This design comes from an exercise in tuning for small area and a short achievable clock period on the open sky130 flow, not from production work.
The RTL was checked by simulation tests, not by an equivalence proof against the original design.
No activity file was given, so power comes from the tool's default toggle rates.

==> run a <==
// fpmul_pipe
module fpmul_pipe (clk, oprA, oprB, Result);
    input clk;
    input [31:0] oprA, oprB;
    output [31:0] Result;
    wire [174:0] r1_d;
    wire [7:0] e1_d;
    wire s1_d;
    reg [174:0] r1_q;
    reg [7:0] e1_q;
    reg s1_q;
    wire [24:0] p2_d;
    reg [24:0] p2_q;
    reg [7:0] e2_q;
    reg s2_q;
    fpmul_sa u_sa (.oprA(oprA), .oprB(oprB), .r1(r1_d), .e1(e1_d), .s1(s1_d));
    fpmul_sb u_sb (.r1(r1_q), .p2(p2_d));
    fpmul_sc u_sc (.p2(p2_q), .e2(e2_q), .s2(s2_q), .Result(Result));
    always @(posedge clk)
    begin
        r1_q <= r1_d;
        e1_q <= e1_d;
        s1_q <= s1_d;
        p2_q <= p2_d;
        e2_q <= e1_q;
        s2_q <= s1_q;
    end
endmodule
export LEC_CHECK = 0
export CAP_MARGIN = 20
export CORE_MARGIN = 2
export CORE_UTILIZATION = 40
export SETUP_SLACK_MARGIN = 5
export SLEW_MARGIN = 20
export SYNTH_HIERARCHICAL = 1
export SYNTH_MINIMUM_KEEP_SIZE = 0
create_clock -name core_clock -period 9.5 [get_ports {clk}]
standard.sh (not shown) runs the stock make flow with config.mk's settings and CLKGATE_MAP_FILE= SYNTH_SCRIPT=/design/flow/synth_recipe.tcl, a recipe that flattens the netlist after the stock synthesis.
==> flow/flow/run.sh <==
#!/bin/bash
# The standard layout, except that the port buffers are buf_4 cells rather than the
# clkdlybuf4s50_1 delay cells buffer_ports picks by default.
set -euo pipefail
export BUFFER_PORTS_ARGS="-buffer_cell sky130_fd_sc_hd__buf_4"
bash standard.sh finish > orfs_flow.log 2>&1
==> run b (differences from run a) <==
==> flow/run.sh (new file) <==
#!/bin/bash
# synth_recipe.tcl (not shown) runs the flow's synth.tcl, then flattens the netlist and writes it again
# the make line also repeats each setting of config.mk as NAME=value (left out here)
make -C /OpenROAD-flow-scripts/flow DESIGN_CONFIG=/design/flow/config.mk WORK_HOME=/design/flow/orfs CLKGATE_MAP_FILE= SYNTH_SCRIPT=/design/flow/synth_recipe.tcl finish
removed: flow/flow/run.sh
removed: flow/standard.sh
==> summary of the runs <==
- Against run b, the clock skew of run a is higher by 0.012 ns.
- Run a completed with no timing, DRC or antenna violations. Run b completed without violations.
- Sequential share of layout area: run b is lower than run a (1.7 points).
- Sequential power is about the same in run a and run b.
- In die area, run b and run a do not differ.
- Of run b and run a, run a has the higher worst setup slack (gap 0.10 ns).
- Against run a, the maximum frequency of run b is smaller by 2.2%.
- Global-route usage: run b is higher than run a (2.0 points).
- Synthesized cell count is the same in run a and run b.
- In synthesized area, run a and run b do not differ.


==> job 3138: inputs <==
Another version of the RTL of fpmul_pipe (not shown whole).
==> flow/config.mk <==
export PLATFORM = sky130hd
export DESIGN_NAME = fpmul_pipe
export DESIGN_NICKNAME = fpmul_pipe
export VERILOG_FILES = /design/flow/design.v
export SDC_FILE = /design/flow/constraint.sdc
export NUM_CORES = 4
export LEC_CHECK = 0
export CAP_MARGIN = 20
export CORE_MARGIN = 2
export CORE_UTILIZATION = 40
export SETUP_SLACK_MARGIN = 5
export SLEW_MARGIN = 20
export SYNTH_HIERARCHICAL = 1
export SYNTH_MINIMUM_KEEP_SIZE = 0
==> flow/constraint.sdc <==
create_clock -name core_clock -period 9.5 [get_ports {clk}]
set_input_delay 1.9000 -clock core_clock [delete_from_list [all_inputs] [get_ports {clk}]]
set_output_delay 1.9000 -clock core_clock [all_outputs]
set_load 0.01 [all_outputs]
==> flow/flow/run.sh <==
#!/bin/bash
# The standard layout, except that the port buffers are buf_1 cells rather than the
# clkdlybuf4s50_1 delay cells buffer_ports picks by default.
set -euo pipefail
export BUFFER_PORTS_ARGS="-buffer_cell sky130_fd_sc_hd__buf_1"
bash standard.sh finish > orfs_flow.log 2>&1
==> job 8384 (differences from job 3138) <==
==> flow/flow/run.sh (replaced) <==
#!/bin/bash
# The standard layout, except that the port buffers are buf_4 cells rather than the
# clkdlybuf4s50_1 delay cells buffer_ports picks by default.
set -euo pipefail
export BUFFER_PORTS_ARGS="-buffer_cell sky130_fd_sc_hd__buf_4"
bash standard.sh finish > orfs_flow.log 2>&1
Settings changed: CORE_UTILIZATION 40 to 60.
==> job 5094 (differences from job 3138) <==
==> flow/flow/run.sh (replaced) <==
#!/bin/bash
# The standard layout, except that the port buffers are buf_4 cells rather than the
# clkdlybuf4s50_1 delay cells buffer_ports picks by default, and that timing repair aims
# for a setup slack of 6.5 ns at the 9.5 ns clock.
set -euo pipefail
export BUFFER_PORTS_ARGS="-buffer_cell sky130_fd_sc_hd__buf_4"
export SETUP_SLACK_MARGIN=6.5
bash standard.sh finish > orfs_flow.log 2>&1
Settings changed: SETUP_SLACK_MARGIN 5 to default.
==> job 5842 (differences from job 3138) <==
==> flow/flow/run.sh (replaced) <==
#!/bin/bash
# The standard layout, except that the port buffers are buf_8 cells rather than the
# clkdlybuf4s50_1 delay cells buffer_ports picks by default.
set -euo pipefail
export BUFFER_PORTS_ARGS="-buffer_cell sky130_fd_sc_hd__buf_8"
bash standard.sh finish > orfs_flow.log 2>&1
==> notes.md <==
item                                                                  job 8384    job 3138    job 5094    job 5842
Total power after layout                                             0.00809 W   0.00801 W    0.0112 W   0.00816 W
Vias                                                                     13100       13200       15200       13100
Global-route total usage across every layer                              31.5%       21.8%       27.7%       22.1%
Multi-input gate area in the final layout                            14100 um2   14100 um2   16900 um2   14100 um2
Violation count after the first detailed-route iteration                  1033        1024        1657        1138
First-pass GRT wire length                                            79500 um    83200 um   102000 um    83800 um
Status                                        no timing/DRC/antenna violations  no timing/DRC/antenna violations  no timing/DRC/antenna violations  no timing/DRC/antenna violations
Clock slew at reported path FFs                                        0.06 ns     0.07 ns     0.07 ns     0.07 ns
Clock latency of the later-clocked register in the worst-skew pair     0.46 ns     0.48 ns     0.50 ns     0.48 ns
Wire length per cell after detailed routing                            24.0 um     22.5 um     27.2 um     23.1 um
Maximum VDD drop                                                    0.000593 V  0.000319 V  0.000431 V  0.000301 V
Final GP Congestion                                                      0.858       0.834       0.844       0.826
Layout non-clock buf frac                                                4.73%       3.98%       16.6%       7.71%

## what the ideal ports hide
In the flow no input, the clock included, has a driving cell. The finished layouts below were timed again as built, in two steps. Step 1, drivers: a clkbuf_16 drives clk and a buf_2 each remaining input, both assumed. Step 2 adds t to the input delays and takes it off the output delays; t is the mean of the earliest and latest rising clock arrival at the registers after step 1. Input paths then give back, and output paths get back, about the clock's delay inside the block. Three values: no drivers, after step 1, after step 2; two values: the first two.
run | shift t [ns] | setup slack, ns | hold WS [ns] | latest minus earliest clock arrival (ns) | pins driven straight from the clock port
run a | 0.605 | 5.121 / 5.149 / 4.545 | 0.325 / 0.325 / 0.325 | 0.027 / 0.027 | 1
run b | 0.607 | 5.022 / 5.047 / 4.440 | 0.324 / 0.324 / 0.324 | 0.013 / 0.013 | 1
job 3138 | 0.522 | 5.068 / 5.098 / 4.577 | 0.323 / 0.323 / 0.323 | 0.017 / 0.017 | 1
job 8384 | 0.506 | 5.062 / 5.095 / 4.589 | 0.325 / 0.325 / 0.325 | 0.013 / 0.013 | 1
job 5094 | 0.552 | 5.270 / 5.285 / 4.733 | 0.330 / 0.330 / 0.330 | 0.018 / 0.018 | 1
job 5842 | 0.523 | 5.057 / 5.074 / 4.551 | 0.324 / 0.324 / 0.324 | 0.022 / 0.022 | 1
After both steps every run listed still meets setup and hold. For run b, which loses most, drivers alone change the setup slack by +0.025 ns; drivers and shift together by -0.582 ns.
